From an optimization exercise on the open Yosys and OpenROAD flow, aimed at small area and a short achievable clock period; shortcuts taken in it are not production practice.
At most, simulation tests tie the RTL to the original design; equivalence was not proved.
Function not checked in runs 2 and 3: the RTL went through the layout flow alone.
The flow treats the clock pin as an ideal source, which a real chip does not have.
Power is estimated from default activity; no workload was simulated.

[flow/run.sh]
#!/bin/bash
# synth_recipe.tcl (not shown) runs the flow's synth.tcl, then flattens the netlist and writes it again
# the make line also repeats each setting of config.mk as NAME=value (left out here)
make -C /OpenROAD-flow-scripts/flow DESIGN_CONFIG=/design/flow/config.mk WORK_HOME=/design/flow/orfs CLKGATE_MAP_FILE= SYNTH_SCRIPT=/design/flow/synth_recipe.tcl finish
[flow/config.mk]
export PLATFORM = sky130hd
export DESIGN_NAME = multiple_add
export DESIGN_NICKNAME = multiple_add
export VERILOG_FILES = /design/flow/design.v
export SDC_FILE = /design/flow/constraint.sdc
export NUM_CORES = 4
export LEC_CHECK = 0
export CAP_MARGIN = 20
export CORE_AREA = 10 10 710 710
export DIE_AREA = 0 0 720 720
export PLACE_DENSITY = 0.3
export SLEW_MARGIN = 20
[flow/constraint.sdc]
create_clock -name core_clock -period 5.0 [get_ports {clk}]
set_input_delay 1.0000 -clock core_clock [delete_from_list [all_inputs] [get_ports {clk}]]
set_output_delay 1.0000 -clock core_clock [all_outputs]
set_load 0.01 [all_outputs]
[flow/design.v]
module multiple_add
  #(
    parameter int DATA_WIDTH=32,
    parameter int NUM_ADDERS=64
    )
   (
    input logic 		 clk,
    input logic 		 rst,
    input logic [DATA_WIDTH-1:0] in,
    output logic [NUM_ADDERS*DATA_WIDTH-1:0] out
    );
   localparam int LOW_BITS = 6;  
   localparam int HIGH_BITS = DATA_WIDTH - LOW_BITS;
   logic [DATA_WIDTH-1:0] in_r, in_rr, x;
   logic 		  valid;
   always_ff @(posedge clk or posedge rst) begin
      if (rst) begin
	 in_r <= '0;
	 in_rr <= '0;
	 x <= '0;
	 valid <= 1'b0;
      end
      else begin
	 in_r <= in;
	 in_rr <= in_r;
	 x <= in_rr;
	 valid <= 1'b1;
      end
   end
   logic [HIGH_BITS-1:0] hi, hi_inc, hi_v, hi_inc_v;
   assign hi = x[DATA_WIDTH-1:LOW_BITS];
   assign hi_inc = hi + 1'b1;
   assign hi_v = valid ? hi : '0;
   assign hi_inc_v = valid ? hi_inc : '0;
   for (genvar i = 0; i < NUM_ADDERS; i++) begin : g_sum
      logic [LOW_BITS:0] lo_sum;
      assign lo_sum = {1'b0, x[LOW_BITS-1:0]} + (LOW_BITS+1)'(i);
      assign out[i*DATA_WIDTH +: DATA_WIDTH] =
	{lo_sum[LOW_BITS] ? hi_inc_v : hi_v,
	 valid ? lo_sum[LOW_BITS-1:0] : LOW_BITS'(0)};
   end
endmodule
==> metrics.md, run 1 <==
| Metric | Value |
|---|---|
| Share of cells above drive strength 1 | `14.47%` |
| Worst slack, placed | `-0.02328 ns` |
| CP max stage delay | `roughly 0.66 ns` |
| Critical Path Fanout Max | `53` |
| Crit path from | `x[6]` |
| Post-Syn Area | `34870 um^2` |
| Area Growth Syn to Fin | `88.13%` |
| Logic gate share of total power | `79.8%` |
| Reg power frac | `10.4%` |
| Final hold violations | `0` |
| Cell variety after synth | `52` |
| Crit. End Element | `output pin` |
| Outcome | `no timing/DRC/antenna violations` |
| Switching portion of total power | `between 50% and 60%` |
| Clock Latency Late Sink | `0.43 ns` |
| Min Tclk post-route | `4.892 ns` |
| Yosys warning count | `1` |
| Critical path type | `reg2out` |
| Top FF cell, synth | `dfrtp_1` |
| Worst path arrival time | `3.89 ns` |
| Clk buf depth | `2` |
| Clock Skew | `0.02117 ns` |
| Fmax | `0.2044 GHz` |
| CTS root buf | `clkbuf_16` |
| Fin cells | `~14000` |
| # clock sinks | `97` |
| WHS Path Cells | `0` |
| RSZ-0062 raised after global routing | `no` |
| RePlAce Congestion | `0.7790` |
| Pwr dens | `127.8 nW/um^2` |
| Cells after DPL | `13420` |
| Cells after Synth | `5501` |
| Wirelength per Cell | `34.73 um` |
| Slew margin rel. | `21.98%` |
| Largest net degree at the start of global routing | `128` |
| Tightest Pin Transition | `approximately 1.2 ns` |
| Max Cap Viol | `0` |
| Total grt overflow | `0` |
| # IOs | `2082` |
| Register area share after synthesis | `6.961%` |
| Max Slew Vio Count | `0` |
| LEAKAGE | `between 20 and 25 nW` |
| Worst R2R Start | `in_rr[3]` |
| Worst path cell trace | `ha_2, nand4_1, buf_4, nor2_4, buf_12, nand4_1, mux2i_1, clkdlybuf4s50_1` |
| Crit. path cell count | `8` |
| Final worst slack | `0.1083 ns` |
| Number of DRC markers in iteration 0 | `3700` |
| Peak VDD IR | `0.1349 mV` |
| CP required | `4.00 ns` |
| Worst min-delay path class | `reg2reg` |
| Die width | `just over 700 um` |
| Starting density of the core | `7.130%` |
| Worst Min Path Start | `in_rr[11]` |
| Slowest stage cell, crit path | `clkdlybuf4s50_1` |
| Post-route antenna net violation count | `0` |
| First-pass GRT wire length | `581500 um` |
| Clock transition at path regs | `about 0.11 ns` |
| Core area | `489100 um^2` |
| Crit share post-route | `97.83%` |
| Endpoints failing setup | `0` |
| H-tree depth | `3` |
| IO Port Bufs | `2081` |
| Async SR Flop Fraction | `100.0%` |
| Post-Syn Area per Cell | `around 6.3 um^2` |
| CTS Hold Bufs | `0` |
| Row cnt | `around 260` |
| R2R depth | `0` |
| CP top delay family | `buffers and inverters` |
| Initial antenna violation count | `59` |
| Hold_ws | `0.3335 ns` |
| EDFF count, synth | `0` |
| Die area | `approximately 520000 um^2` |
| Clock Power Share | `9.7%` |
| TritonCTS clock tree | `done` |
| DR vias | `48830` |
| Cell-internal power | `3.801 mW` |
| Routed wire length | `469000 um` |
| # DRC | `0` |
| DP HPWL | `370000 um` |
| Pre-Repair DR Iteration Count | `5` |
| Switch Pwr | `~4.6 mW` |
| Die Height | `720 um` |
| Number of global-route vias before repair | `46460` |
| Most used cell along the critical path | `nand4_1` |
| CTS Buf Count | `9` |
| Syn Nets | `5557` |
| CP Buf/Inv Count | `3` |
| Nets | `7024` |
| End-of-flow core utilization | `13.41%` |
| Via density per instance | `3.616` |
| Seq cells post-synth | `97` |
| Nature of the critical path startpoint | `flip-flop` |
| GR Util All Layers | `16.97%` |
-- kinds of logic (layout without fill, tap and decap cells) --
logic type	Yosys count	in the layout	share of synthesized area, %
AOI/OAI and AO/OA	1131	1131	18.69
muxes	703	703	20.18
adders and majority gates	22	22	0.7893
and+or+nand+nor	2120	2120	30.91
DFF	97	97	6.961
other	1	58	0.01075
buffers and inverters	1180	2652	16.25
xor gates and xnor gates	247	247	6.204
-- Yosys cell counts (97+ instances only) --
cell type / number / area [um^2]
nor2_1: 315 / 1182
or3_1: 196 / 1226
mux2i_1: 703 / 7037
nand2_1: 638 / 2395
o21ai_0: 643 / 3218
nand3_1: 352 / 1762
nor3_2: 118 / 1181
nor4_1: 104 / 650.6
dfrtp_1: 97 / 2427
clkbuf_1: 748 / 2808
xnor2_1: 222 / 1944
nor3_1: 169 / 845.8
a21oi_1: 280 / 1401
buf_4: 264 / 1982
-- worst paths after layout --
| path | end | slack [ns] |
|---|---|---|
| min reg2reg | x[11] | 0.33 |
| max | out[1338] | 0.11 |
| min in group asynchronous | x[31] | 1.11 |
| max reg2reg | x[3] | 4.35 |
| min | x[11] | 0.33 |
| max in group asynchronous | x[12] | 2.95 |
-- stage by stage --
step | power [mW] | TNS [ns] | cell area, um^2
2_1_floorplan | 3.201 | 0 | 34870
6_report | 8.385 | 0 | 65610
3_5_place_dp | 7.746 | -0.02328 | 64910
5_1_grt | 8.801 | 0 | 65470
4_1_cts | 8.638 | 0 | 65440
3_3_place_gp | 7.773 | -0.01408 | 64900
-- sequential cells by signal, indices dropped and copies added (netlist names) --
signal,cells
valid,1
in_rr,32
x,32
in_r,32
-- power groups by stage --
stage	combinational [mW]	clock, mW	sequential (mW)
global placement	6.88	0	0.890
finish	6.70	0.817	0.873
CTS	6.90	0.867	0.874
detailed placement	6.86	0	0.890
global route	7.04	0.885	0.879
floorplan	2.35	0	0.853
-- final cells by class --
type | instances | area (um^2)
Timing Repair Buffer | 2605 | 26620
Inverter | 31 | 146.4
Clock buffer | 9 | 225.2
Fill cell | 56410 | 423500
Clock inverter | 7 | 91.34
Antenna cell | 57 | 142.6
Tap cell | 6475 | 8102
Multi-Input combinational cell | 4224 | 27800
Sequential cell | 97 | 2481
-- per-layer routing --
layer	part of all wire [%]	global-route usage [%]	wire, um	vias up
li1	-	-	-	21730
met1	43	21.18	200200	24880
met2	49	30.10	231800	1965
met3	5.9	3.682	27740	253
met4	2.0	2.924	9165	12
met5	0.017	0	80	-
-- timing repair --
action,4_1_cts,5_1_grt
buffers inserted,12,0
setup endpoints to repair,61,4
resized for setup,12,5
pin swaps,4,0
-- cells in the final DEF, fill, tap and decap left out, drive strengths merged, types with 5 or more instances in the layout --
cell,count
a21bo,5
a21boi,7
a21o,7
a21oi,280
a31o,22
a31oi,12
and2,78
and3,9
buf,608
clkbuf,9
clkdlybuf4s50,1996
clkinv,7
dfrtp,97
diode,57
ha,22
inv,31
mux2i,703
nand2,638
nand2b,23
nand3,354
nand3b,9
nand4,73
nor2,315
nor2b,11
nor3,287
nor4,108
o2111ai,10
o211ai,66
o21a,60
o21ai,648
o31ai,10
or3,197
or4,14
xnor2,222
xor2,25
==> inputs of run 2 (changes only) <==
==> flow/design.v (replaced) <==
module multiple_add
  #(
    parameter int DATA_WIDTH=32,
    parameter int NUM_ADDERS=64
    )
   (
    input logic 		 clk,
    input logic 		 rst,
    input logic [DATA_WIDTH-1:0] in,
    output logic [NUM_ADDERS*DATA_WIDTH-1:0] out
    );
   localparam int LOW_BITS = 6;  
   localparam int HIGH_BITS = DATA_WIDTH - LOW_BITS;
   logic [DATA_WIDTH-1:0] in_r, in_rr;
   always_ff @(posedge clk or posedge rst) begin
      if (rst) begin
	 in_r <= '0;
	 in_rr <= '0;
      end
      else begin
	 in_r <= in;
	 in_rr <= in_r;
      end
   end
   logic [LOW_BITS-1:0]   lo;
   logic [HIGH_BITS-1:0]  hi;
   logic [NUM_ADDERS-1:0] cy_d;
   logic [LOW_BITS-1:0][NUM_ADDERS-1:0] low_d;
   assign lo = in_rr[LOW_BITS-1:0];
   assign hi = in_rr[DATA_WIDTH-1:LOW_BITS];
   for (genvar i = 0; i < NUM_ADDERS; i++) begin : g_next
      logic [LOW_BITS:0] lo_sum;
      assign lo_sum = {1'b0, lo} + (LOW_BITS+1)'(i);
      assign cy_d[i] = lo_sum[LOW_BITS];
      for (genvar k = 0; k < LOW_BITS; k++) begin : g_bit
	 assign low_d[k][i] = lo_sum[k];
      end
   end
   logic [HIGH_BITS-1:0]  hi_n, hi_inc_n;
   logic [NUM_ADDERS-1:1] cy, cy_n;
   logic [LOW_BITS-1:0][NUM_ADDERS-1:0] low;
   always_ff @(posedge clk or posedge rst) begin
      if (rst) begin
	 hi_n <= '1;
	 hi_inc_n <= '1;
      end
      else begin
	 hi_n <= ~hi;
	 hi_inc_n <= ~(hi + 1'b1);
      end
   end
   always_ff @(posedge clk) begin
      cy <= cy_d[NUM_ADDERS-1:1];
      cy_n <= ~cy_d[NUM_ADDERS-1:1];
   end
   for (genvar k = 0; k < LOW_BITS; k++) begin : g_low
      always_ff @(posedge clk or posedge rst) begin
	 if (rst) low[k][2**(k+1)-1:0] <= '0;
	 else low[k][2**(k+1)-1:0] <= low_d[k][2**(k+1)-1:0];
      end
      if (k < LOW_BITS-1) begin : g_unused
	 assign low[k][NUM_ADDERS-1:2**(k+1)] = '0;
      end
   end
   for (genvar i = 0; i < NUM_ADDERS; i++) begin : g_out
      for (genvar k = 0; k < LOW_BITS; k++) begin : g_lo
	 assign out[i*DATA_WIDTH + k] = low[k][i % (2**(k+1))];
      end
      if (i == 0) begin : g_hi0
	 assign out[DATA_WIDTH-1:LOW_BITS] = ~hi_n;
      end
      else begin : g_hi
	 for (genvar j = 0; j < HIGH_BITS; j++) begin : g_bit
	    assign out[i*DATA_WIDTH + LOW_BITS + j] =
	      ~((cy[i] | hi_n[j]) & (cy_n[i] | hi_inc_n[j]));
	 end
      end
   end
endmodule
==> flow/flow/run.sh (new file) <==
#!/bin/bash
# The standard layout, with the port buffers made of the smallest buffer
# (sky130_fd_sc_hd__buf_1) instead of the one buffer_ports picks by default.
set -euo pipefail
cd "$(dirname "$0")/.."
bash standard.sh "BUFFER_PORTS_ARGS=-buffer_cell sky130_fd_sc_hd__buf_1" finish > make_finish.log 2>&1
==> flow/standard.sh (new file) <==
#!/bin/bash
# synth_recipe.tcl (not shown) runs the flow's synth.tcl, then flattens the netlist and writes it again
# the make line also repeats each setting of config.mk as NAME=value (left out here)
make -C /OpenROAD-flow-scripts/flow DESIGN_CONFIG=/design/flow/config.mk WORK_HOME=/design/flow/orfs CLKGATE_MAP_FILE= SYNTH_SCRIPT=/design/flow/synth_recipe.tcl "${@:-finish}"
--- a/flow/config.mk
+++ b/flow/config.mk
@@ -6,7 +6,7 @@
 export NUM_CORES = 4
 export LEC_CHECK = 0
 export CAP_MARGIN = 20
-export CORE_AREA = 10 10 710 710
-export DIE_AREA = 0 0 720 720
+export CORE_AREA = 10 10 390 390
+export DIE_AREA = 0 0 400 400
 export PLACE_DENSITY = 0.3
 export SLEW_MARGIN = 20
removed: flow/run.sh
==> metrics.md, run 2 <==
| Metric | Value |
|---|---|
| Outcome | `did not finish` |
| Stopping stage | `I/O pin placement` |
| Err | `[ERROR PPL-0024] Number of IO pins (2082) exceeds maximum number of available positions (1446). Increase the die perimeter from 1600.00um to 2831.52um.` |
| Cells after Synth | `~3500` |
| Post-synth top cells | `o22ai_1, clkbuf_1, buf_4, dfrtp_1, inv_1` |
| Largest family of logic cells by synthesized area | `compound AO/OA/AOI/OAI gates` |
| Cell variety after synth | `35` |
| Synth area leader | `o22ai_1` |
| Top FF cell, synth | `dfrtp_1` |
| Syn Nets | `3551` |
| Synth top area share | `between 30% and 40%` |
| Post-synthesis compound-gate area fraction | `~40%` |
| Post-Syn Area | `roughly 26000 um^2` |
| XOR/XNOR Fraction of Synth Area | `2.636%` |
| Post-Syn Area per Cell | `roughly 7.5 um^2` |
| Area contributors post-synth | `o22ai_1, dfrtp_1, clkbuf_1, dfxtp_1, buf_4` |
| Row cnt | `approximately 140` |
| Most common cell in the netlist | `o22ai_1` |
| Seq cells post-synth | `368` |
| Simple-Gate Fraction of Synth Area | `2.613%` |
| Async SR Flop Fraction | `65.76%` |
| Die width | `approximately 400 um` |
| Fraction of the mapped netlist area in adder cells | `1.049%` |
| Starting density of the core | `around 18%` |
| EDFF count, synth | `0` |
| Mux contribution to synthesized area | `0%` |
| Register area share after synthesis | `32.93%` |
| Yosys warning count | `6` |
| Die Height | `400 um` |
run 2: changes by cell type after synthesis, sizes merged, moves of 193 or more:
cell and delta:
nand2 -559, or3 -193, o22ai +1638, mux2i -703, o21ai -639, nor3 -284
nand3 -329, nor2 -301, a21oi -260
run 2: cells by family after synthesis:
logic type	Yosys count
adder cells (fa/ha/maj)	22
buffers and inverters	1203
flip-flops	368
XOR/XNOR	79
AO/OA/AOI/OAI	1676
AND/OR/NAND/NOR	147
==> inputs of run 3 (changes only) <==
--- a/flow/config.mk
+++ b/flow/config.mk
@@ -6,7 +6,7 @@
 export NUM_CORES = 4
 export LEC_CHECK = 0
 export CAP_MARGIN = 20
-export CORE_AREA = 10 10 390 390
-export DIE_AREA = 0 0 400 400
+export CORE_AREA = 10 10 710 710
+export DIE_AREA = 0 0 720 720
 export PLACE_DENSITY = 0.3
 export SLEW_MARGIN = 20
==> metrics.md, run 3 <==
| Metric | Value |
|---|---|
| Worst path cell trace | `buf_4, o22ai_1, buf_1` |
| Switch Pwr | `6.499 mW` |
| Setup bufs post-CTS | `0` |
| Post-Syn Area per Cell | `7.509 um^2` |
| GR Util All Layers | `between 10 and 15%` |
| Register area share after synthesis | `32.93%` |
| Number of global-route vias before repair | `between 30000 and 40000` |
| Cells after Synth | `3495` |
| RePlAce Congestion | `0.7742` |
| Pre-Repair DR Iteration Count | `6` |
| Cell-internal power | `6.865 mW` |
| DR vias | `a little over 40000` |
| Placed Area | `39920 um^2` |
| Fin cells | `roughly 11000` |
| Outcome | `no timing/DRC/antenna violations` |
| Max Slew Vio Count | `0` |
| Hold_ws | `about 0.34 ns` |
| Number of DRC markers in iteration 0 | `6145` |
| RSZ-0062 raised after global routing | `no` |
| CP max stage delay | `1.37 ns` |
| CTS Hold Bufs | `0` |
| Largest net degree at the start of global routing | `77` |
| Nets | `4873` |
| Worst min-delay path class | `reg2reg` |
| Critical path type | `reg2out` |
| Clock transition at path regs | `0.06 ns` |
| TritonCTS clock tree | `done` |
| LEAKAGE | `12.24 nW` |
| Cells after DPL | `between 10000 and 15000` |
| Largest register FFs | `around 130` |
| Reg power frac | `32.8%` |
| Cell variety after synth | `35` |
| Pwr dens | `319.6 nW/um^2` |
| Critical Path Fanout Max | `36` |
| Nature of the critical path startpoint | `flip-flop` |
| Reg with most FFs | `low` |
| Clock Skew | `0.05450 ns` |
| # DRC | `0` |
| Endpoints failing setup | `0` |
| Pwr Total | `13.36 mW` |
| Logic gate share of total power | `36.9%` |
| Routed wire length | `a little under 400000 um` |
| Clock Latency Late Sink | `0.70 ns` |
| Final hold violations | `0` |
| Starting density of the core | `5.366%` |
| Row cnt | `257` |
| Slowest stage cell, crit path | `dfstp_4` |
| Via density per instance | `around 3.6` |
| CP required | `4.00 ns` |
| Seq cells post-synth | `368` |
| H-tree depth | `2` |
| Worst path arrival time | `3.21 ns` |
| Wirelength per Cell | `34.99 um` |
| Initial antenna violation count | `59` |
| Setup_tns | `0 ns` |
| IO Port Bufs | `approximately 2100` |
| Tightest Pin Transition | `1.227 ns` |
| Die area | `518400 um^2` |
| Synth area leader | `o22ai_1` |
| CTS root buf | `clkbuf_16` |
| Max Cap Viol | `0` |
| Clock Power Share | `30.3%` |
| Peak VDD IR | `0.2327 mV` |
| Post-CTS sizing | `0` |
| Post-synth top cells | `o22ai_1, clkbuf_1, buf_4, dfrtp_1, inv_1` |
| Share of cells above drive strength 1 | `9.033%` |
| Min Tclk post-route | `approximately 4.2 ns` |
| Slew margin rel. | `18.12%` |
| Fmax | `between 0.2 and 0.25 GHz` |
| Post-route antenna net violation count | `0` |
| Post-route design area | `41810 um^2` |
| Commonest cells after routing, fill and taps aside | `buf_1, o22ai_1, dfrtp_1` |
| Synth top area share | `around 39%` |
| # clock sinks | `368` |
| Total grt overflow | `0` |
| Switching portion of total power | `48.63%` |
| Core area | `489100 um^2` |
| CTS Buf Count | `51` |
| Largest registers | `low (126), cy (63), cy_n (63)` |
| First-pass GRT wire length | `481000 um` |
| Die Height | `slightly above 700 um` |
| Clk buf depth | `3` |
| Yosys warning count | `6` |
| Most common cell after layout, fill and taps aside | `buf_1` |
| Most common cell in the netlist | `o22ai_1` |
| EDFF count, synth | `0` |
| DP HPWL | `309300 um` |
| Top FF cell, synth | `dfrtp_1` |
| Crit share post-route | `84.29%` |
| Post-Syn Area | `~26000 um^2` |
| Crit. End Element | `output pin` |
| Area Growth Syn to Fin | `59.31%` |
| Async SR Flop Fraction | `65.76%` |
| Syn Nets | `approximately 3600` |
| Area contributors post-synth | `o22ai_1, dfrtp_1, clkbuf_1, dfxtp_1, buf_4` |
| # IOs | `2082` |
| Die width | `720 um` |
## run 3: final cells by class
class	instances	area, um^2
well taps	6475	8102
flip-flops and latches	368	8939
diodes	38	95.09
inverters	179	675.6
multi-input cells	1924	12160
clock inverters	32	417.9
repair buffers	2293	10050
clock buffers	64	1378
fillers	58150	447300
## run 3: worst paths after layout
path	depth (start not counted)	slack (ns)	from	to
setup reg to reg	6	1.39	in_rr[3]	low[270]
hold / removal	0	0.34	in_r[16]	in_rr[16]
hold reg to reg	0	0.34	in_r[16]	in_rr[16]
min in group asynchronous	2	0.38	rst	low[351]
max in group asynchronous	4	3.50	rst	hi_inc_n[10]
setup / recovery	3	0.79	hi_inc_n[22]	out[1916]
## run 3: per-stage QoR
stage | setup slack, ns | util [%]
after detailed placement | 1.118 | 8.162
final | 0.7855 | 8.549
after global routing | 0.8038 | 8.532
after global placement | 1.141 | 8.150
after floorplan | 0.8667 | -
after CTS | 0.8846 | 8.529
## run 3: cell families after synthesis
family	Yosys count	share of synthesized area [%]
compound gates	1676	39.85
xor+xnor	79	2.636
fa+ha+maj	22	1.049
buf+inv	1203	20.92
flops	368	32.93
simple gates	147	2.612
## run 3: power by group through the flow
| stage | sequential (mW) | combinational (mW) | clock [mW] |
|---|---|---|---|
| floorplan | 3.39 | 2.69 | 0 |
| global placement | 4.47 | 4.92 | 0 |
| detailed placement | 4.46 | 4.88 | 0 |
| CTS | 4.40 | 4.89 | 4.31 |
| global route | 4.42 | 5.11 | 4.37 |
| finish | 4.39 | 4.93 | 4.05 |
## run 3: per-layer routing
metal	track usage, %	share of wire (%)
met5	0.1089	0.17
met2	23.15	46
met1	16.63	39
met3	5.899	11
met4	5.086	4.3
## run 3: worst max-delay path, delay by kind of cell (launching register included)
kind	cells	cell delay [ns]
buffers and inverters	2	0.91
DFF	1	1.37
AOI/OAI and AO/OA	1	0.15
==> inputs of run 4 (changes only) <==
--- a/flow/design.v
+++ b/flow/design.v
@@ -1,3 +1,13 @@
+module multiple_add_sel
+  (
+   input logic  b,
+   input logic  a1,
+   input logic  b_n,
+   input logic  b1,
+   output logic y
+   );
+   assign y = ~((b | a1) & (b_n | b1));
+endmodule
 module multiple_add
   #(
     parameter int DATA_WIDTH=32,
@@ -37,42 +47,51 @@
       end
    end
    logic [HIGH_BITS-1:0]  hi_n, hi_inc_n;
-   logic [NUM_ADDERS-1:1] cy, cy_n;
-   logic [LOW_BITS-1:0][NUM_ADDERS-1:0] low;
+   logic [NUM_ADDERS-1:1] cy;
+   logic [LOW_BITS-1:0][NUM_ADDERS/2-1:0] low;
+   logic 		  valid_n;
    always_ff @(posedge clk or posedge rst) begin
       if (rst) begin
 	 hi_n <= '1;
 	 hi_inc_n <= '1;
+	 valid_n <= 1'b1;
       end
       else begin
 	 hi_n <= ~hi;
 	 hi_inc_n <= ~(hi + 1'b1);
+	 valid_n <= 1'b0;
       end
    end
    always_ff @(posedge clk) begin
       cy <= cy_d[NUM_ADDERS-1:1];
-      cy_n <= ~cy_d[NUM_ADDERS-1:1];
    end
    for (genvar k = 0; k < LOW_BITS; k++) begin : g_low
       always_ff @(posedge clk or posedge rst) begin
-	 if (rst) low[k][2**(k+1)-1:0] <= '0;
-	 else low[k][2**(k+1)-1:0] <= low_d[k][2**(k+1)-1:0];
+	 if (rst) low[k][2**k-1:0] <= '0;
+	 else low[k][2**k-1:0] <= low_d[k][2**k-1:0];
       end
       if (k < LOW_BITS-1) begin : g_unused
-	 assign low[k][NUM_ADDERS-1:2**(k+1)] = '0;
+	 assign low[k][NUM_ADDERS/2-1:2**k] = '0;
       end
    end
    for (genvar i = 0; i < NUM_ADDERS; i++) begin : g_out
       for (genvar k = 0; k < LOW_BITS; k++) begin : g_lo
-	 assign out[i*DATA_WIDTH + k] = low[k][i % (2**(k+1))];
+	 localparam int M = i % (2**(k+1));
+	 if (M < 2**k) begin : g_reg
+	    assign out[i*DATA_WIDTH + k] = low[k][M];
+	 end
+	 else begin : g_inv
+	    assign out[i*DATA_WIDTH + k] = ~(low[k][M - 2**k] | valid_n);
+	 end
       end
       if (i == 0) begin : g_hi0
 	 assign out[DATA_WIDTH-1:LOW_BITS] = ~hi_n;
       end
       else begin : g_hi
 	 for (genvar j = 0; j < HIGH_BITS; j++) begin : g_bit
-	    assign out[i*DATA_WIDTH + LOW_BITS + j] =
-	      ~((cy[i] | hi_n[j]) & (cy_n[i] | hi_inc_n[j]));
+	    multiple_add_sel u_sel
+	      (.b(cy[i]), .a1(hi_n[j]), .b_n(~cy[i]), .b1(hi_inc_n[j]),
+	       .y(out[i*DATA_WIDTH + LOW_BITS + j]));
 	 end
       end
    end
--- a/flow/config.mk
+++ b/flow/config.mk
@@ -10,3 +10,4 @@
 export DIE_AREA = 0 0 720 720
 export PLACE_DENSITY = 0.3
 export SLEW_MARGIN = 20
+export SYNTH_HIERARCHICAL = 1
==> metrics.md, run 4 <==
| Metric | Value |
|---|---|
| Initial antenna violation count | `52` |
| Routed wire length | `370300 um` |
| Total grt overflow | `0` |
| Area contributors post-synth | `o22ai_1, dfrtp_1, buf_4, dfstp_2, dfxtp_1` |
| Max Cap Viol | `0` |
| Max Slew Vio Count | `0` |
| Tightest Pin Transition | `between 1 and 1.5 ns` |
| Most common cell after layout, fill and taps aside | `buf_1` |
| Crit share post-route | `between 80 and 90%` |
| Cells after Synth | `2638` |
| Cell-internal power | `between 5 and 6 mW` |
| Post-Syn Area per Cell | `7.850 um^2` |
| Setup_tns | `0 ns` |
| Worst min-delay path class | `reg2reg` |
| Worst path arrival time | `3.18 ns` |
| Worst path cell trace | `buf_4, inv_1, o22ai_1, buf_1` |
| Reg power frac | `25.9%` |
| DR vias | `40580` |
| Commonest cells after routing, fill and taps aside | `buf_1, o22ai_1, buf_4` |
| Yosys warning count | `12` |
| DP HPWL | `285000 um` |
| Crit. End Element | `output pin` |
| GR Util All Layers | `13.19%` |
| CP required | `4.00 ns` |
| Clock transition at path regs | `0.06 ns` |
| Post-Syn Area | `20710 um^2` |
| Share of cells above drive strength 1 | `under 10%` |
| Logic gate share of total power | `45.2%` |
| Most common cell in the netlist | `o22ai_1` |
| Slowest stage cell, crit path | `dfxtp_1` |
| Worst reg-to-reg setup slack | `1.98 ns` |
| Outcome | `no timing/DRC/antenna violations` |
| Critical path type | `reg2out` |
| Switching portion of total power | `a little over half` |
| Seq cells post-synth | `243` |
| Pre-Repair DR Iteration Count | `6` |
| Syn Nets | `2694` |
| LEAKAGE | `10.81 nW` |
| # clock sinks | `243` |
| CTS root buf | `clkbuf_16` |
| Number of DRC markers in iteration 0 | `5378` |
| CP max stage delay | `0.71 ns` |
| Switch Pwr | `5.883 mW` |
| First-pass GRT wire length | `453700 um` |
| Synth top area share | `49.48%` |
| Wirelength per Cell | `32.95 um` |
| Die width | `720 um` |
| RePlAce Congestion | `around 0.75` |
| Register area share after synthesis | `28.16%` |
| Synth area leader | `o22ai_1` |
| IO Port Bufs | `2081` |
| # DRC | `0` |
| Nature of the critical path startpoint | `flip-flop` |
| Pwr dens | `288.2 nW/um^2` |
| Setup bufs post-CTS | `0` |
| Die area | `~520000 um^2` |
| EDFF count, synth | `0` |
| Clock Skew | `0.03855 ns` |
| Clock Power Share | `around 29%` |
| Async SR Flop Fraction | `74.07%` |
| Nets | `4754` |
| Min Tclk post-route | `~4.2 ns` |
| Number of global-route vias before repair | `~39000` |
| Largest net degree at the start of global routing | `101` |
| CTS Buf Count | `43` |
| Peak VDD IR | `0.2587 mV` |
| Area Growth Syn to Fin | `87.99%` |
| Post-synth top cells | `o22ai_1, buf_4, inv_1, dfrtp_1, nor2_1` |
| Fmax | `0.2395 GHz` |
| Clk buf depth | `3` |
| Via density per instance | `roughly 3.6` |
| Largest registers | `cy (63), low (63)` |
| Die Height | `slightly above 700 um` |
| Starting density of the core | `4.234%` |
| Core area | `489100 um^2` |
| Critical Path Fanout Max | `27` |
| Top FF cell, synth | `dfrtp_1` |
| Number of fill cells in the layout | `58160` |
| Endpoints failing setup | `0` |
| H-tree depth | `2` |
| Pwr Total | `11.22 mW` |
| CTS Hold Bufs | `0` |
| # IOs | `2082` |
| Post-CTS sizing | `0` |
| Final hold violations | `0` |
| Cell variety after synth | `33` |
| Clock Latency Late Sink | `0.69 ns` |
| Row cnt | `257` |
| Slew margin rel. | `15.99%` |
| TritonCTS clock tree | `done` |
| RSZ-0062 raised after global routing | `no` |
| Post-route antenna net violation count | `0` |
[run 4: per-module statistics from Yosys (local to each module, per instance)]
module            cells  times used  cell area (um^2)  flip-flops and latches
multiple_add       1000           1             10460                     243
multiple_add_sel      1        1638             6.256                       0
[run 4: stage by stage]
stage	instances	area [um^2]	hold WS [ns]	util, %	setup WS (ns)
floorplan	2638	20710	0.3312	-	1.735
global placement	11130	37380	0.3343	7.643	1.400
detailed placement	11130	37410	0.3347	7.650	1.526
CTS	11210	38850	0.2986	7.943	0.6891
global route	11220	38880	0.3426	7.949	0.6254
finish	11240	38930	0.3406	7.960	0.8240
[run 4: worst max-delay path: cells and delay by family, from the launching register on]
| kind | cells | cell delay, ns |
|---|---|---|
| compound gates | 1 | 0.49 |
| buf+inv | 3 | 1.25 |
| flops | 1 | 0.71 |
[run 4: kinds of logic after synthesis]
family | share of synthesized area, %
AO/OA/AOI/OAI | 50.60
buffers and inverters | 12.41
flip-flops | 28.16
AND/OR/NAND/NOR | 4.266
XOR/XNOR | 3.214
adder cells (fa/ha/maj) | 1.329
other | 0.01811
[run 4: worst paths after layout]
path                                from        end  cells after the start
worst min-delay path            in_r[12]  in_rr[12]                      0
max in group asynchronous            rst    in_r[1]                      3
worst max register to register  in_rr[3]     cy[27]                      6
worst min register to register  in_r[12]  in_rr[12]                      0
worst max-delay path              cy[48]  out[1551]                      4
min in group asynchronous            rst   low[141]                      2
[run 4: power by group through the flow]
stage / combinational, mW / sequential, mW / clock, mW
after CTS: 5.03 / 2.91 / 3.56
final: 5.07 / 2.91 / 3.24
after detailed placement: 5.01 / 2.94 / 0
after global routing: 5.24 / 2.92 / 3.54
after global placement: 5.08 / 2.94 / 0
after floorplan: 2.09 / 2.66 / 0
[run 4: final cells by class]
class | count | area [um^2] | area share (%)
Antenna cell | 32 | 80.08 | 0.2057
Clock buffer | 66 | 1255 | 3.224
Clock inverter | 14 | 181.4 | 0.4660
Inverter | 137 | 518.0 | 1.331
Multi-Input combinational cell | 1970 | 12390 | 31.82
Sequential cell | 243 | 6068 | 15.59
Tap cell | 6475 | 8102 | 20.81
Timing Repair Buffer | 2303 | 10340 | 26.56
[run 4: per-layer routing]
metal	part of all wire, %	up-vias	wire (um)	global-route usage (%)
met5	0.018	-	68	0
met4	6.0	10	22290	6.244
met3	9.4	986	34910	3.927
met2	47	4015	175800	22.54
met1	37	20340	137300	15.03
li1	-	15230	-	-
==> inputs of run 5 (changes only) <==
==> flow/flow/run.sh (replaced) <==
#!/bin/bash
# The standard layout, with these changes:
# - the port buffers are made of the smallest buffer (sky130_fd_sc_hd__buf_1)
#   instead of the one buffer_ports picks by default;
# - flow/dont_use.tcl, run at the start of each step that resizes, keeps the
#   per-bit output gates (o22ai) at their smallest size.
set -euo pipefail
cd "$(dirname "$0")/.."
hook="$PWD/flow/dont_use.tcl"
bash standard.sh "BUFFER_PORTS_ARGS=-buffer_cell sky130_fd_sc_hd__buf_1" \
     "PRE_FLOORPLAN_TCL=$hook" "PRE_GLOBAL_PLACE_TCL=$hook" "PRE_RESIZE_TCL=$hook" \
     "PRE_DETAIL_PLACE_TCL=$hook" "PRE_CTS_TCL=$hook" "PRE_GLOBAL_ROUTE_TCL=$hook" \
     finish > make_finish.log 2>&1
==> flow/flow/dont_use.tcl (new file) <==
# Keep the per-bit output gates (o22ai) at their smallest size: timing repair
# may not upsize them, so it reworks the nets that fan out to them instead.
set_dont_use {sky130_fd_sc_hd__o22ai_2 sky130_fd_sc_hd__o22ai_4}
--- a/flow/config.mk
+++ b/flow/config.mk
@@ -9,5 +9,6 @@
 export CORE_AREA = 10 10 710 710
 export DIE_AREA = 0 0 720 720
 export PLACE_DENSITY = 0.3
+export SETUP_SLACK_MARGIN = 1.5
 export SLEW_MARGIN = 20
 export SYNTH_HIERARCHICAL = 1
==> metrics.md, run 5 <==
| Metric | Value |
|---|---|
| Pwr dens | `278.0 nW/um^2` |
| Number of fill cells in the layout | `57960` |
| Post-synth top cells | `o22ai_1, buf_4, inv_1, dfrtp_1, nor2_1` |
| TritonCTS clock tree | `done` |
| Routed wire length | `402800 um` |
| Core area | `between 400000 and 500000 um^2` |
| Slew margin rel. | `about 25%` |
| Peak VDD IR | `roughly 0.26 mV` |
| Area contributors post-synth | `o22ai_1, dfrtp_1, buf_4, dfstp_2, dfxtp_1` |
| Worst slack, placed | `1.526 ns` |
| Post-Syn Area per Cell | `approximately 7.9 um^2` |
| Top FF cell, synth | `dfrtp_1` |
| Worst path arrival time | `2.51 ns` |
| Worst min-delay path class | `reg2reg` |
| Die Height | `720 um` |
| Area Growth Syn to Fin | `104.0%` |
| Final worst slack | `1.487 ns` |
| Yosys warning count | `12` |
| Cells after DPL | `11130` |
| R2R depth | `6` |
| Most common cell after layout, fill and taps aside | `buf_1` |
| Post-route antenna net violation count | `0` |
| Clock transition at path regs | `0.06 ns` |
| Syn Nets | `approximately 2700` |
| Via density per instance | `3.676` |
| EDFF count, synth | `0` |
| Critical Path Fanout Max | `32` |
| Largest net degree at the start of global routing | `101` |
| Largest registers | `cy (63), low (63)` |
| Synth top area share | `49.48%` |
| # IOs | `between 2000 and 2500` |
| CTS Buf Count | `43` |
| Cell variety after synth | `33` |
| Outcome | `no timing/DRC/antenna violations` |
| Async SR Flop Fraction | `between 70% and 80%` |
| Clock Latency Late Sink | `0.70 ns` |
| Register area share after synthesis | `roughly 28%` |
| Die width | `720 um` |
| Post-synthesis compound-gate area fraction | `between 50 and 60%` |
| LEAKAGE | `12.20 nW` |
| Starting density of the core | `around 4.2%` |
| Endpoints failing setup | `0` |
| Setup_tns | `0 ns` |
| Row cnt | `between 200 and 300` |
| Worst path cell trace | `buf_12, o22ai_1, buf_1` |
| Fin cells | `11500` |
| Post-Syn Area | `20710 um^2` |
| Clock Skew | `just over 0.04 ns` |
| Fraction of the mapped netlist area in adder cells | `about 1.3%` |
| Pre-Repair DR Iteration Count | `8` |
| Number of DRC markers in iteration 0 | `5635` |
| RePlAce Congestion | `between 0.7 and 0.8` |
| Min Tclk post-route | `3.513 ns` |
| CP Buf/Inv Count | `2` |
| Seq cells post-synth | `~240` |
| Total grt overflow | `0` |
| Max Slew Vio Count | `0` |
| Largest family of logic cells by synthesized area | `compound AO/OA/AOI/OAI gates` |
| Die area | `518400 um^2` |
| First-pass GRT wire length | `487000 um` |
| Crit. path cell count | `3` |
| Crit share post-route | `70.25%` |
| Crit. End Element | `output pin` |
| Final hold violations | `0` |
| Synth area leader | `o22ai_1` |
| Tightest Pin Transition | `1.127 ns` |
| Max Cap Viol | `0` |
| RSZ-0062 raised after global routing | `yes` |
| Simple-Gate Fraction of Synth Area | `between 4 and 5%` |
| CTS Hold Bufs | `0` |
| Commonest cells after routing, fill and taps aside | `buf_1, o22ai_1, buf_4` |
| Number of global-route vias before repair | `a little under 40000` |
| Initial antenna violation count | `65` |
| # DRC | `0` |
| CP top delay family | `flip-flops` |
| CP required | `~4.0 ns` |
| XOR/XNOR Fraction of Synth Area | `approximately 3.2%` |
| IO Port Bufs | `around 2100` |
| Slowest stage cell, crit path | `dfstp_4` |
| # clock sinks | `243` |
| GR Util All Layers | `14.35%` |
| Share of cells above drive strength 1 | `13.76%` |
| DP HPWL | `285000 um` |
| Mux contribution to synthesized area | `0%` |
| Critical path type | `reg2out` |
| Nature of the critical path startpoint | `flip-flop` |
| DR vias | `42270` |
| Nets | `4999` |
| Pwr Total | `11.74 mW` |
| Cells after Synth | `approximately 2600` |
| Wirelength per Cell | `35.03 um` |
| CP max stage delay | `0.85 ns` |
| Most common cell in the netlist | `o22ai_1` |
| WHS Path Cells | `0` |
| Fmax | `0.2847 GHz` |
## run 5: cell count changes in the layout (fill, tap and decap cells not counted), sizes merged
cell	change
clkdlybuf4s15	+4
clkinvlp	+53
buf	+215
diode	+14
inv	-27
## run 5: final cells by class
class,count,area (um^2),area share (%)
tap,6475,8102,19.18
antenna,46,115.1,0.2725
timing repair inverter,26,187.7,0.4443
inverter,137,626.9,1.484
clock inverter,14,181.4,0.4295
clock buffer,66,1255,2.971
timing repair buffer,2522,13280,31.42
multi-input combinational,1970,12410,29.37
sequential,243,6093,14.42
## run 5: power breakdown
part           internal (mW)  switching [mW]
clock network           1.84            1.41
logic                   1.61            4.41
registers               2.13           0.342
## run 5: repair_timing
item                                    in CTS  in global routing
pin swaps                                    3                  1
endpoints found under the setup margin    1358                173
gates cloned                                21                  5
buffers inserted                           209                 10
hold endpoints to repair                     0                  0
gates resized for setup                    102                 14
## run 5: Yosys stat by module (local to each module, per instance)
module / times used / area, um^2
multiple_add_sel: 1638 / 6.256
multiple_add: 1 / 10460
## run 5: final timing paths
check,slack [ns],endpoint,startpoint
max in group asynchronous,3.51,in_r[0],rst
hold / removal,0.34,in_rr[12],in_r[12]
min in group asynchronous,0.38,low[141],rst
setup / recovery,1.49,out[1759],hi_n[25]
hold reg to reg,0.34,in_rr[12],in_r[12]
setup reg to reg,2.05,cy[27],in_rr[3]
## run 5: per-stage QoR
step	area (um^2)	hold WS [ns]	util, %
2_1_floorplan	20710	0.3312	-
3_3_place_gp	37380	0.3343	7.643
5_1_grt	42180	0.3430	8.624
6_report	42240	0.3418	8.637
4_1_cts	41990	0.2986	8.584
3_5_place_dp	37410	0.3347	7.650
## run 5: cells by family after synthesis
family / after synthesis
AO/OA/AOI/OAI: 1681
buffers and inverters: 425
flip-flops: 243
AND/OR/NAND/NOR: 190
XOR/XNOR: 76
adder cells (fa/ha/maj): 22
other: 1
## run 5: routing by layer
metal / part of all wire, % / vias to the layer above / global-route usage (%)
met5: 0.054 / - / 0
met4: 6.5 / 22 / 7.100
met3: 9.5 / 1078 / 4.499
met2: 46 / 4188 / 23.91
met1: 38 / 21220 / 16.58
li1: - / 15760 / -
==> inputs of run 6 (changes only) <==
==> flow/flow/run.sh (replaced) <==
#!/bin/bash
# The standard layout, with these changes:
# - the port buffers are made of the smallest buffer (sky130_fd_sc_hd__buf_1)
#   instead of the one buffer_ports picks by default;
# - flow/dont_use.tcl, run at the start of each step that resizes, keeps the
#   per-bit output gates (o22ai) at their smallest size;
# - flow/pin_groups.tcl, run before pin placement, keeps each sum's 32 output
#   pins together on the die's edge.
set -euo pipefail
cd "$(dirname "$0")/.."
hook="$PWD/flow/dont_use.tcl"
bash standard.sh "BUFFER_PORTS_ARGS=-buffer_cell sky130_fd_sc_hd__buf_1" \
     "PRE_FLOORPLAN_TCL=$hook" "PRE_GLOBAL_PLACE_TCL=$hook" "PRE_RESIZE_TCL=$hook" \
     "PRE_DETAIL_PLACE_TCL=$hook" "PRE_CTS_TCL=$hook" "PRE_GLOBAL_ROUTE_TCL=$hook" \
     "PRE_IO_PLACEMENT_TCL=$PWD/flow/pin_groups.tcl" \
     finish > make_finish.log 2>&1
==> flow/flow/pin_groups.tcl (new file) <==
# Keep the 32 bits of each sum together, in bit order, on the die's edge:
# the pins of one sum then share one neighbourhood, and the nets that are
# per sum (its carry select) stay short.
for {set i 0} {$i < 64} {incr i} {
  set names {}
  for {set j 0} {$j < 32} {incr j} { lappend names "out\[[expr {$i*32+$j}]\]" }
  set_io_pin_constraint -group -order -pin_names $names
}
==> metrics.md, run 6 <==
| Metric | Value |
|---|---|
| CP top delay family | `flip-flops` |
| Die Height | `720 um` |
| Largest registers | `cy (63), low (63)` |
| Most common cell after layout, fill and taps aside | `buf_1` |
| DP HPWL | `321900 um` |
| CP Buf/Inv Count | `2` |
| Most common cell in the netlist | `o22ai_1` |
| CP required | `4.00 ns` |
| Core area | `489100 um^2` |
| Pwr dens | `~300 nW/um^2` |
| Setup_tns | `0 ns` |
| Post-route antenna net violation count | `0` |
| Peak VDD IR | `0.2569 mV` |
| Largest family of logic cells by synthesized area | `compound AO/OA/AOI/OAI gates` |
| Nature of the critical path startpoint | `flip-flop` |
| Cells after Synth | `between 2000 and 3000` |
| Outcome | `no timing/DRC/antenna violations` |
| Register area share after synthesis | `28.16%` |
| # clock sinks | `approximately 240` |
| Starting density of the core | `4.234%` |
| Fraction of the mapped netlist area in adder cells | `1.329%` |
| Met2 Wirelength | `204000 um` |
| Yosys warning count | `12` |
| Crit. End Element | `output pin` |
| R2R depth | `4` |
| Total grt overflow | `0` |
| DRT met1 WL | `~160000 um` |
| Cell variety after synth | `33` |
| First-pass GRT wire length | `506500 um` |
| Seq cells post-synth | `243` |
| Tightest Pin Transition | `1.054 ns` |
| Critical path type | `reg2out` |
| IO Port Bufs | `around 2100` |
| Number of DRC markers in iteration 0 | `6544` |
| Via density per instance | `about 3.6` |
| Slew margin rel. | `between 20 and 30%` |
| Post-route design area | `41950 um^2` |
| Post-synthesis compound-gate area fraction | `around half` |
| Crit. path cell count | `3` |
| Critical Path Fanout Max | `35` |
| Syn Nets | `2694` |
| Die width | `720 um` |
| Slowest stage cell, crit path | `dfstp_4` |
| Crit share post-route | `70.31%` |
| Final hold violations | `0` |
| Share of cells above drive strength 1 | `14.05%` |
| Simple-Gate Fraction of Synth Area | `4.266%` |
| Post-Syn Area | `20710 um^2` |
| Initial antenna violation count | `between 60 and 70` |
| Worst path arrival time | `2.52 ns` |
| CP max stage delay | `0.86 ns` |
| Worst min-delay path class | `in2async` |
| Async SR Flop Fraction | `74.07%` |
| # IOs | `roughly 2100` |
| EDFF count, synth | `0` |
| Top FF cell, synth | `dfrtp_1` |
| Routed wire length | `~440000 um` |
| Area Growth Syn to Fin | `102.5%` |
| TritonCTS clock tree | `done` |
| Routed met3 length | `45040 um` |
| Fmax | `0.2845 GHz` |
| Max Slew Vio Count | `0` |
| Final worst slack | `1.485 ns` |
| Max Cap Viol | `0` |
| Placed Area | `around 37000 um^2` |
| Worst slack, placed | `1.479 ns` |
| Synth area leader | `o22ai_1` |
| XOR/XNOR Fraction of Synth Area | `~3.2%` |
| RSZ-0062 raised after global routing | `yes` |
| CTS Buf Count | `43` |
| Commonest cells after routing, fill and taps aside | `buf_1, o22ai_1, buf_4` |
| # DRC | `0` |
| Number of global-route vias before repair | `33990` |
| Clock Skew | `slightly below 0.05 ns` |
| RePlAce Congestion | `0.7390` |
| Synth top area share | `around half` |
| Row cnt | `257` |
| CTS Hold Bufs | `0` |
| Nets | `roughly 4900` |
| Hold_ws | `0.2984 ns` |
| Largest net degree at the start of global routing | `112` |
| Mux contribution to synthesized area | `0%` |
| Min Tclk post-route | `3.515 ns` |
| DR vias | `about 40000` |
| Wirelength per Cell | `38.25 um` |
| Clock Latency Late Sink | `0.72 ns` |
| Post-Syn Area per Cell | `7.850 um^2` |
| Clock transition at path regs | `0.06 ns` |
| Pre-Repair DR Iteration Count | `6` |
| Number of fill cells in the layout | `58050` |
| GR Util All Layers | `15.52%` |
| Worst path cell trace | `buf_12, o22ai_1, buf_1` |
| Max Used Layer | `met5` |
| Die area | `518400 um^2` |
| Endpoints failing setup | `0` |
| LEAKAGE | `12.12 nW` |
| Area contributors post-synth | `o22ai_1, dfrtp_1, buf_4, dfstp_2, dfxtp_1` |
| Post-synth top cells | `o22ai_1, buf_4, inv_1, dfrtp_1, nor2_1` |
run 6: changes by cell type in the layout (fill, tap and decap cells not counted), sizes merged, moves of 2 or more:
cell           before   now
buf              2518  2399
bufinv              2     9
clkbuf             66    59
clkdlybuf4s15       4     6
clkdlybuf4s18       0     2
clkinvlp           54    37
diode              46    40
inv               109   129
run 6: per-layer routing:
metal | GRT usage, % | vias up
met5 | 0 | -
met3 | 5.090 | 816
met2 | 26.11 | 3991
met1 | 18.27 | 20110
li1 | - | 15530
met4 | 5.837 | 14
run 6: worst reg2reg max path, cell delays in order (launching register included):
cell	delay, ns
dfrtp_1	0.65
inv_1	0.33
ha_2	0.64
a21oi_1	0.32
nor2b_1	0.72
run 6: path summary, 6_finish.rpt:
path | start | end | slack [ns]
min in group core_clock | in_r[0] | in_rr[0] | 0.33
max in group asynchronous | rst | hi_inc_n[19] | 3.34
worst min-delay path | rst | in_r[4] | 0.30
worst max-delay path | hi_n[13] | out[1427] | 1.48
worst max register to register | in_rr[2] | cy[5] | 2.15
worst min register to register | in_r[0] | in_rr[0] | 0.33
run 6: timing repair:
item,in CTS,in global routing
pin swaps,9,0
endpoints found under the hold margin,0,0
gates cloned,9,9
endpoints found under the setup margin,1659,169
setup buffers,163,4
gates resized for setup,171,32
run 6: modules after synthesis, one instance, submodules excluded:
module | flops+latches | cell area [um^2] | cells inside | times used
multiple_add | 243 | 10460 | 1000 | 1
multiple_add_sel | 0 | 6.256 | 1 | 1638
run 6: through the flow:
step | utilization [%] | std cells | power [mW]
floorplan | - | 2638 | 4.755
global placement | 7.582 | 11070 | 8.449
detailed placement | 7.615 | 11080 | 8.412
CTS | 8.521 | 11330 | 12.77
global route | 8.557 | 11350 | 13.00
finish | 8.576 | 11380 | 12.47
run 6: area by class of cell:
| cell class | count | area (um^2) | area share [%] |
|---|---|---|---|
| Sequential cell | 243 | 6136 | 14.63 |
| Timing Repair inverter | 16 | 90.09 | 0.2148 |
| Inverter | 137 | 578.1 | 1.378 |
| Antenna cell | 40 | 100.1 | 0.2386 |
| Clock inverter | 34 | 481.7 | 1.148 |
| Multi-Input combinational cell | 1970 | 12530 | 29.88 |
| Tap cell | 6475 | 8102 | 19.31 |
| Timing Repair Buffer | 2421 | 12810 | 30.53 |
| Clock buffer | 46 | 1117 | 2.664 |
run 6: power breakdown:
group	internal (mW)	switching (mW)	total (mW)
combinational	1.60	4.58	6.17
sequential	2.13	0.472	2.60
clock	2.12	1.58	3.70
total	5.84	6.63	12.5
run 6: logic make-up (layout without fill, tap and decap cells):
kind of cell,Yosys count,count (layout)
AO/OA/AOI/OAI,1681,1681
XOR/XNOR,76,76
adder cells (fa/ha/maj),22,22
buffers and inverters,425,2654
flip-flops,243,243
other,1,41
AND/OR/NAND/NOR,190,190
==> inputs of run 7 (changes only) <==
--- a/flow/flow/run.sh
+++ b/flow/flow/run.sh
@@ -5,7 +5,10 @@
 # - flow/dont_use.tcl, run at the start of each step that resizes, keeps the
 #   per-bit output gates (o22ai) at their smallest size;
 # - flow/pin_groups.tcl, run before pin placement, keeps each sum's 32 output
-#   pins together on the die's edge.
+#   pins together on the die's edge;
+# - the pins go on the top and bottom edges only (vertical met2 pins), one
+#   routing track apart instead of two, so that the 2082 pins fit on a
+#   smaller die.
 set -euo pipefail
 cd "$(dirname "$0")/.."
 hook="$PWD/flow/dont_use.tcl"
@@ -13,4 +16,5 @@
      "PRE_FLOORPLAN_TCL=$hook" "PRE_GLOBAL_PLACE_TCL=$hook" "PRE_RESIZE_TCL=$hook" \
      "PRE_DETAIL_PLACE_TCL=$hook" "PRE_CTS_TCL=$hook" "PRE_GLOBAL_ROUTE_TCL=$hook" \
      "PRE_IO_PLACEMENT_TCL=$PWD/flow/pin_groups.tcl" \
+     "PLACE_PINS_ARGS=-min_distance 1 -min_distance_in_tracks -exclude left:* -exclude right:*" \
      finish > make_finish.log 2>&1
--- a/flow/config.mk
+++ b/flow/config.mk
@@ -6,8 +6,8 @@
 export NUM_CORES = 4
 export LEC_CHECK = 0
 export CAP_MARGIN = 20
-export CORE_AREA = 10 10 710 710
-export DIE_AREA = 0 0 720 720
+export CORE_AREA = 5 5 515 355
+export DIE_AREA = 0 0 520 360
 export PLACE_DENSITY = 0.3
 export SETUP_SLACK_MARGIN = 1.5
 export SLEW_MARGIN = 20
==> metrics.md, run 7 <==
| Metric | Value |
|---|---|
| Seq cells post-synth | `243` |
| IO Port Bufs | `2081` |
| Post-synth top cells | `o22ai_1, buf_4, inv_1, dfrtp_1, nor2_1` |
| Area contributors post-synth | `o22ai_1, dfrtp_1, buf_4, dfstp_2, dfxtp_1` |
| GR Util All Layers | `between 30% and 40%` |
| Outcome | `did not finish` |
| Die width | `around 520 um` |
| Synth area leader | `o22ai_1` |
| # IOs | `2082` |
| DP HPWL | `between 200000 and 250000 um` |
| First-pass GRT wire length | `450600 um` |
| RePlAce Congestion | `1.008` |
| Worst slack, placed | `1.722 ns` |
| Yosys warning count | `12` |
| Cell variety after synth | `33` |
| Die Height | `around 360 um` |
| Err | `[ERROR GRT-0116] Global routing finished with congestion. Check the congestion regions in the DRC Viewer.` |
| Stopping stage | `global routing` |
| Largest net degree at the start of global routing | `129` |
| Starting density of the core | `11.67%` |
| # clock sinks | `243` |
| Synth top area share | `49.48%` |
| Syn Nets | `2694` |
| Cells after Synth | `2638` |
| Most common cell in the netlist | `o22ai_1` |
| Total grt overflow | `16` |
| Async SR Flop Fraction | `74.07%` |
| EDFF count, synth | `0` |
| CTS Buf Count | `30` |
| Number of global-route vias before repair | `roughly 38000` |
| Top FF cell, synth | `dfrtp_1` |
| Post-Syn Area per Cell | `7.850 um^2` |
| Post-Syn Area | `roughly 21000 um^2` |
| Row cnt | `128` |
| Register area share after synthesis | `between 20 and 30%` |
## run 7: cells by family after synthesis
| family | Yosys count | share of synthesized area (%) |
|---|---|---|
| xor gates and xnor gates | 76 | 3.214 |
| buffers and inverters | 425 | 12.41 |
| DFF | 243 | 28.16 |
| and+or+nand+nor | 190 | 4.266 |
| other | 1 | 0.01811 |
| adders and majority gates | 22 | 1.329 |
| AOI/OAI and AO/OA | 1681 | 50.60 |
## run 7: metrics by stage
stage | total power, mW | instance area (um^2) | util [%] | hold slack [ns] | cells
2_1_floorplan | 4.755 | 20710 | - | 0.3312 | 2638
3_3_place_gp | 7.721 | 30590 | 17.24 | 0.3346 | 6893
3_5_place_dp | 7.669 | 30750 | 17.33 | 0.3347 | 6899
4_1_cts | 10.38 | 33240 | 18.73 | 0.3460 | 7014
## run 7: worst min-delay path by stage
stage / endpoint / slack [ns] / cells past startpoint
after CTS: in_rr[28] / 0.35 / 0
after global placement: in_rr[15] / 0.33 / 0
after detailed placement: in_rr[19] / 0.33 / 0
after floorplan: in_rr[0] / 0.33 / 0
## run 7: power groups by stage
stage	clock, mW	combinational [mW]	sequential [mW]
global placement	0	4.50	3.22
CTS	2.41	5.02	2.95
detailed placement	0	4.48	3.19
floorplan	0	2.09	2.66
## run 7: metal layers
metal	global-route usage, %	GRT overflow
met1	42.37	0
met2	48.63	15
met3	15.73	0
met4	35.07	1
met5	2.603	0
## run 7: what timing repair did
item                                    4_1_cts
setup buffers                                59
pin swaps                                     2
cloned                                        0
hold buffers                                  0
endpoints found under the setup margin     1724
resized for setup                            64
## run 7: Yosys stat by module (local to each module, per instance)
module            copies in the design  area, um^2  cells inside
multiple_add_sel                  1638       6.256             1
multiple_add                         1       10460          1000
==> inputs of run 8 (changes only) <==
--- a/flow/flow/run.sh
+++ b/flow/flow/run.sh
@@ -8,7 +8,8 @@
 #   pins together on the die's edge;
 # - the pins go on the top and bottom edges only (vertical met2 pins), one
 #   routing track apart instead of two, so that the 2082 pins fit on a
-#   smaller die.
+#   smaller die;
+# - global routing reserves 10% of each layer instead of 20%.
 set -euo pipefail
 cd "$(dirname "$0")/.."
 hook="$PWD/flow/dont_use.tcl"
@@ -17,4 +18,5 @@
      "PRE_DETAIL_PLACE_TCL=$hook" "PRE_CTS_TCL=$hook" "PRE_GLOBAL_ROUTE_TCL=$hook" \
      "PRE_IO_PLACEMENT_TCL=$PWD/flow/pin_groups.tcl" \
      "PLACE_PINS_ARGS=-min_distance 1 -min_distance_in_tracks -exclude left:* -exclude right:*" \
+     "ROUTING_LAYER_ADJUSTMENT=0.1" \
      finish > make_finish.log 2>&1
--- a/flow/config.mk
+++ b/flow/config.mk
@@ -6,8 +6,8 @@
 export NUM_CORES = 4
 export LEC_CHECK = 0
 export CAP_MARGIN = 20
-export CORE_AREA = 5 5 515 355
-export DIE_AREA = 0 0 520 360
+export CORE_AREA = 5 5 595 355
+export DIE_AREA = 0 0 600 360
 export PLACE_DENSITY = 0.3
 export SETUP_SLACK_MARGIN = 1.5
 export SLEW_MARGIN = 20
==> metrics.md, run 8 <==
| Metric | Value |
|---|---|
| Top FF cell, synth | `dfrtp_1` |
| Stopping stage | `global routing` |
| Err | `[ERROR GRT-0116] Global routing finished with congestion. Check the congestion regions in the DRC Viewer.` |
| Cell variety after synth | `33` |
| Number of global-route vias before repair | `38630` |
| Worst slack, placed | `approximately 1.4 ns` |
| CTS Hold Bufs | `0` |
| Syn Nets | `2694` |
| Post-synth top cells | `o22ai_1, buf_4, inv_1, dfrtp_1, nor2_1` |
| Async SR Flop Fraction | `approximately 74%` |
| Die Height | `between 300 and 400 um` |
| Outcome | `did not finish` |
| # IOs | `2082` |
| Die width | `around 600 um` |
| IO Port Bufs | `2081` |
| Row cnt | `128` |
| GR Util All Layers | `a little under a third` |
| Post-Syn Area per Cell | `7.850 um^2` |
| Total grt overflow | `23` |
| Synth area leader | `o22ai_1` |
| Cells after Synth | `2638` |
| Most common cell in the netlist | `o22ai_1` |
| Seq cells post-synth | `243` |
| Largest net degree at the start of global routing | `106` |
| Yosys warning count | `12` |
| EDFF count, synth | `0` |
| Synth top area share | `~49%` |
| First-pass GRT wire length | `449200 um` |
| Starting density of the core | `10.09%` |
| Register area share after synthesis | `28.16%` |
| Post-Syn Area | `20710 um^2` |
| RePlAce Congestion | `1.001` |
| DP HPWL | `about 230000 um` |
| CTS Buf Count | `31` |
| Area contributors post-synth | `o22ai_1, dfrtp_1, buf_4, dfstp_2, dfxtp_1` |
| # clock sinks | `243` |
==> run 8: cell counts after synthesis <==
Identical to the previous run, type by type.
==> run 8: cell families after synthesis <==
family | synth area share, %
compound gates | 50.60
buf+inv | 12.41
flops | 28.16
simple gates | 4.266
xor+xnor | 3.214
fa+ha+maj | 1.329
other cells | 0.01811
==> run 8: worst min path at each step <==
stage | startpoint | endpoint | slack (ns) | cells past startpoint
after CTS | in_r[1] | in_rr[1] | 0.35 | 0
after detailed placement | in_r[1] | in_rr[1] | 0.33 | 0
after global placement | in_r[20] | in_rr[20] | 0.33 | 0
after floorplan | in_r[0] | in_rr[0] | 0.33 | 0
==> run 8: power groups by stage <==
| stage | logic [mW] | clock network [mW] | registers [mW] |
|---|---|---|---|
| 4_1_cts | 5.01 | 2.50 | 2.97 |
| 3_5_place_dp | 4.49 | 0 | 3.19 |
| 3_3_place_gp | 4.55 | 0 | 3.20 |
| 2_1_floorplan | 2.09 | 0 | 2.66 |
==> run 8: per-layer routing <==
| layer | GRT overflow | track usage, % |
|---|---|---|
| met2 | 22 | 42.22 |
| met4 | 1 | 25.98 |
| met5 | 0 | 5.033 |
| met1 | 0 | 36.65 |
| met3 | 0 | 15.28 |
==> run 8: what timing repair did <==
action / in CTS
setup buffers: 67
cloned: 1
resized for setup: 72
pin swaps: 5
setup endpoints to repair: 1674
==> run 8: per-module statistics from Yosys, one instance, submodules excluded <==
| module | copies in the design | cell area, um^2 | flops+latches | cells |
|---|---|---|---|---|
| multiple_add_sel | 1638 | 6.256 | 0 | 1 |
| multiple_add | 1 | 10460 | 243 | 1000 |
==> run 8: through the flow <==
step	util, %	cell area, um^2	hold WS (ns)	std cells
after global placement	15.24	31290	0.3342	7281
after detailed placement	15.28	31370	0.3347	7285
after CTS	16.56	34010	0.3476	7411
after floorplan	-	20710	0.3312	2638
==> inputs of run 9 (changes only) <==
--- a/flow/config.mk
+++ b/flow/config.mk
@@ -6,8 +6,8 @@
 export NUM_CORES = 4
 export LEC_CHECK = 0
 export CAP_MARGIN = 20
-export CORE_AREA = 5 5 595 355
-export DIE_AREA = 0 0 600 360
+export CORE_AREA = 5 5 675 315
+export DIE_AREA = 0 0 680 320
 export PLACE_DENSITY = 0.3
 export SETUP_SLACK_MARGIN = 1.5
 export SLEW_MARGIN = 20
==> metrics.md, run 9 <==
| Metric | Value |
|---|---|
| Switching portion of total power | `a little over half` |
| Syn Nets | `2694` |
| Die area | `about 220000 um^2` |
| Worst min-delay path class | `reg2reg` |
| Fmax | `roughly 0.27 GHz` |
| Most common cell after layout, fill and taps aside | `buf_1` |
| Cell variety after synth | `33` |
| Clock Skew | `roughly 0.016 ns` |
| Die width | `680 um` |
| Hold_ws | `0.3419 ns` |
| Pwr dens | `311.4 nW/um^2` |
| Number of global-route vias before repair | `34530` |
| Post-route antenna net violation count | `0` |
| Max Slew Vio Count | `0` |
| CTS Hold Bufs | `0` |
| Worst R2R Start | `in_rr[2]` |
| Switch Pwr | `5.752 mW` |
| Row cnt | `113` |
| Cells after Synth | `2638` |
| Area Growth Syn to Fin | `64.52%` |
| Initial antenna violation count | `61` |
| Setup_tns | `0 ns` |
| DP HPWL | `around 210000 um` |
| GR Util All Layers | `26.93%` |
| Via density per instance | `5.892` |
| Endpoints failing setup | `0` |
| RePlAce Congestion | `0.9720` |
| Pwr Total | `10.61 mW` |
| IO Port Bufs | `2081` |
| First-pass GRT wire length | `393300 um` |
| Critical Path Fanout Max | `8` |
| CTS Buf Count | `26` |
| Pre-Repair DR Iteration Count | `12` |
| Yosys warning count | `12` |
| Post-Syn Area per Cell | `7.850 um^2` |
| Worst path arrival time | `roughly 2.7 ns` |
| Tightest Pin Transition | `1.351 ns` |
| Slew margin rel. | `roughly 10%` |
| Share of cells above drive strength 1 | `just over 8%` |
| Worst path cell trace | `buf_12, nor2_1, buf_1` |
| CP Buf/Inv Count | `2` |
| Reg power frac | `28.3%` |
| # clock sinks | `around 240` |
| Synth top area share | `49.48%` |
| Clock transition at path regs | `around 0.070 ns` |
| Peak VDD IR | `0.2409 mV` |
| Area contributors post-synth | `o22ai_1, dfrtp_1, buf_4, dfstp_2, dfxtp_1` |
| Clock Latency Late Sink | `approximately 0.61 ns` |
| Max Cap Viol | `0` |
| Core area | `205900 um^2` |
| Critical path type | `reg2out` |
| Slowest stage cell, crit path | `nor2_1` |
| Async SR Flop Fraction | `74.07%` |
| Logic gate share of total power | `49.7%` |
| # IOs | `2082` |
| CP required | `4.00 ns` |
| Top FF cell, synth | `dfrtp_1` |
| Largest registers | `cy (63), low (63)` |
| Post-synth top cells | `o22ai_1, buf_4, inv_1, dfrtp_1, nor2_1` |
| Most common cell in the netlist | `o22ai_1` |
| Largest net degree at the start of global routing | `around 130` |
| Cell-internal power | `4.856 mW` |
| Crit path from | `valid_n` |
| Register area share after synthesis | `28.16%` |
| Nets | `4702` |
| EDFF count, synth | `0` |
| Worst Min Path Start | `in_r[16]` |
| Total grt overflow | `0` |
| Outcome | `no timing/DRC/antenna violations` |
| Final hold violations | `0` |
| RSZ-0062 raised after global routing | `yes` |
| Commonest cells after routing, fill and taps aside | `buf_1, o22ai_1, inv_1` |
| DR vias | `44010` |
| Synth area leader | `o22ai_1` |
| # DRC | `0` |
| Wirelength per Cell | `45.28 um` |
| Die Height | `320 um` |
| Min Tclk post-route | `3.650 ns` |
| Crit share post-route | `72.99%` |
| LEAKAGE | `10.57 nW` |
| Nature of the critical path startpoint | `flip-flop` |
| CP max stage delay | `1.01 ns` |
| CP top delay family | `simple AND/OR/NAND/NOR gates` |
| Crit. End Element | `output pin` |
| Clock Power Share | `between 20% and 30%` |
| TritonCTS clock tree | `done` |
| Post-Syn Area | `between 20000 and 25000 um^2` |
| Seq cells post-synth | `243` |
| Starting density of the core | `slightly above 10%` |
| Routed wire length | `338300 um` |
| Number of DRC markers in iteration 0 | `8924` |
[run 9: worst reg2reg max path, cell delays in order (launching register included)]
cell,delay (ns)
dfrtp_1,0.66
inv_1,0.38
ha_1,0.63
inv_1,0.21
a21oi_1,0.60
o21ai_0,0.50
[run 9: cells by family after synthesis]
logic type | after synthesis | synth area share (%)
compound gates | 1681 | 50.60
other cells | 1 | 0.01811
xor+xnor | 76 | 3.214
fa+ha+maj | 22 | 1.329
buf+inv | 425 | 12.41
flops | 243 | 28.16
simple gates | 190 | 4.266
[run 9: what timing repair did]
| item | 4_1_cts | 5_1_grt |
|---|---|---|
| resized for setup | 73 | 10 |
| pin swaps | 8 | 2 |
| endpoints found under the hold margin | 0 | 0 |
| gates cloned | 0 | 3 |
| setup buffers | 56 | 35 |
| setup endpoints to repair | 1665 | 309 |
[run 9: per-stage QoR]
stage | setup WS, ns | utilization, % | area (um^2) | std cells
final | 1.350 | 16.55 | 34070 | 7470
after global routing | 1.439 | 16.52 | 34020 | 7449
after CTS | 1.408 | 16.14 | 33220 | 7388
after detailed placement | 1.357 | 15.06 | 30990 | 7284
after global placement | 1.371 | 15.02 | 30920 | 7281
after floorplan | 1.735 | - | 20710 | 2638
[run 9: per-module statistics from Yosys (local to each module, per instance)]
module	flops+latches	area, um^2	cells	copies in the design
multiple_add	243	10460	1000	1
multiple_add_sel	0	6.256	1	1638
[run 9: worst paths after layout]
path / end / depth (start not counted) / slack, ns
setup / recovery: out[580] / 3 / 1.35
hold / removal: in_rr[16] / 0 / 0.34
setup reg to reg: cy[47] / 5 / 1.75
hold reg to reg: in_rr[16] / 0 / 0.34
max in group asynchronous: low[67] / 3 / 3.46
min in group asynchronous: in_r[30] / 2 / 0.37
[run 9: power by group through the flow]
stage / Sequential (mW) / Combinational [mW] / Clock (mW)
5_1_grt: 2.98 / 5.17 / 2.48
2_1_floorplan: 2.66 / 2.09 / 0
3_3_place_gp: 3.20 / 4.36 / 0
3_5_place_dp: 3.18 / 4.34 / 0
6_report: 3.00 / 5.27 / 2.33
4_1_cts: 3.02 / 4.70 / 2.40
[run 9: metal layers]
layer,track usage [%],wire length (um)
met1,31.83,120900
met2,37.76,132200
met3,9.328,42350
met4,25.37,42630
met5,0.6443,195
[run 9: layout make-up]
class                      count  area (um^2)
clock inverter                21        320.3
inverter                     137        529.3
tap                         2760         3453
fill                       24260       171800
multi-input combinational   1970        12420
clock buffer                  27        664.4
timing repair buffer        2265        10450
timing repair inverter         3        17.52
antenna                       44        110.1
sequential                   243         6111

==> what the ideal ports hide <==
The flow's constraints put no driver on any port. The routed layouts listed below were extracted and timed again, unchanged, in two steps. Step 1, drivers: a clkbuf_16 drives clk and a buf_2 each remaining input, both assumed. Step 2 times the ports against the registers' clock, not the clock port: input delays grow and output delays shrink by t, the midpoint of the rising clock arrivals with the driver on. Three values: ideal, step 1, step 2; two values: the first two.
run | t (ns) | setup slack, ns | hold WS [ns] | slew at the worst register clock pin (ns)
run 1 | 0.481 | 0.108 / 0.044 / 0.525 | 0.334 / 0.334 / 0.334 | 0.11 / 0.11
run 3 | 0.764 | 0.785 / 0.700 / 1.390 | 0.341 / 0.332 / 0.341 | 0.07 / 0.07
run 4 | 0.752 | 0.824 / 0.743 / 1.494 | 0.341 / 0.337 / 0.341 | 0.06 / 0.06
run 5 | 0.758 | 1.487 / 1.405 / 2.050 | 0.342 / 0.338 / 0.342 | 0.07 / 0.07
run 6 | 0.802 | 1.485 / 1.382 / 2.147 | 0.298 / 0.239 / 0.327 | 0.10 / 0.10
run 9 | 0.676 | 1.350 / 1.275 / 1.746 | 0.342 / 0.342 / 0.342 | 0.08 / 0.08
After both steps setup and hold are still met in every run listed.
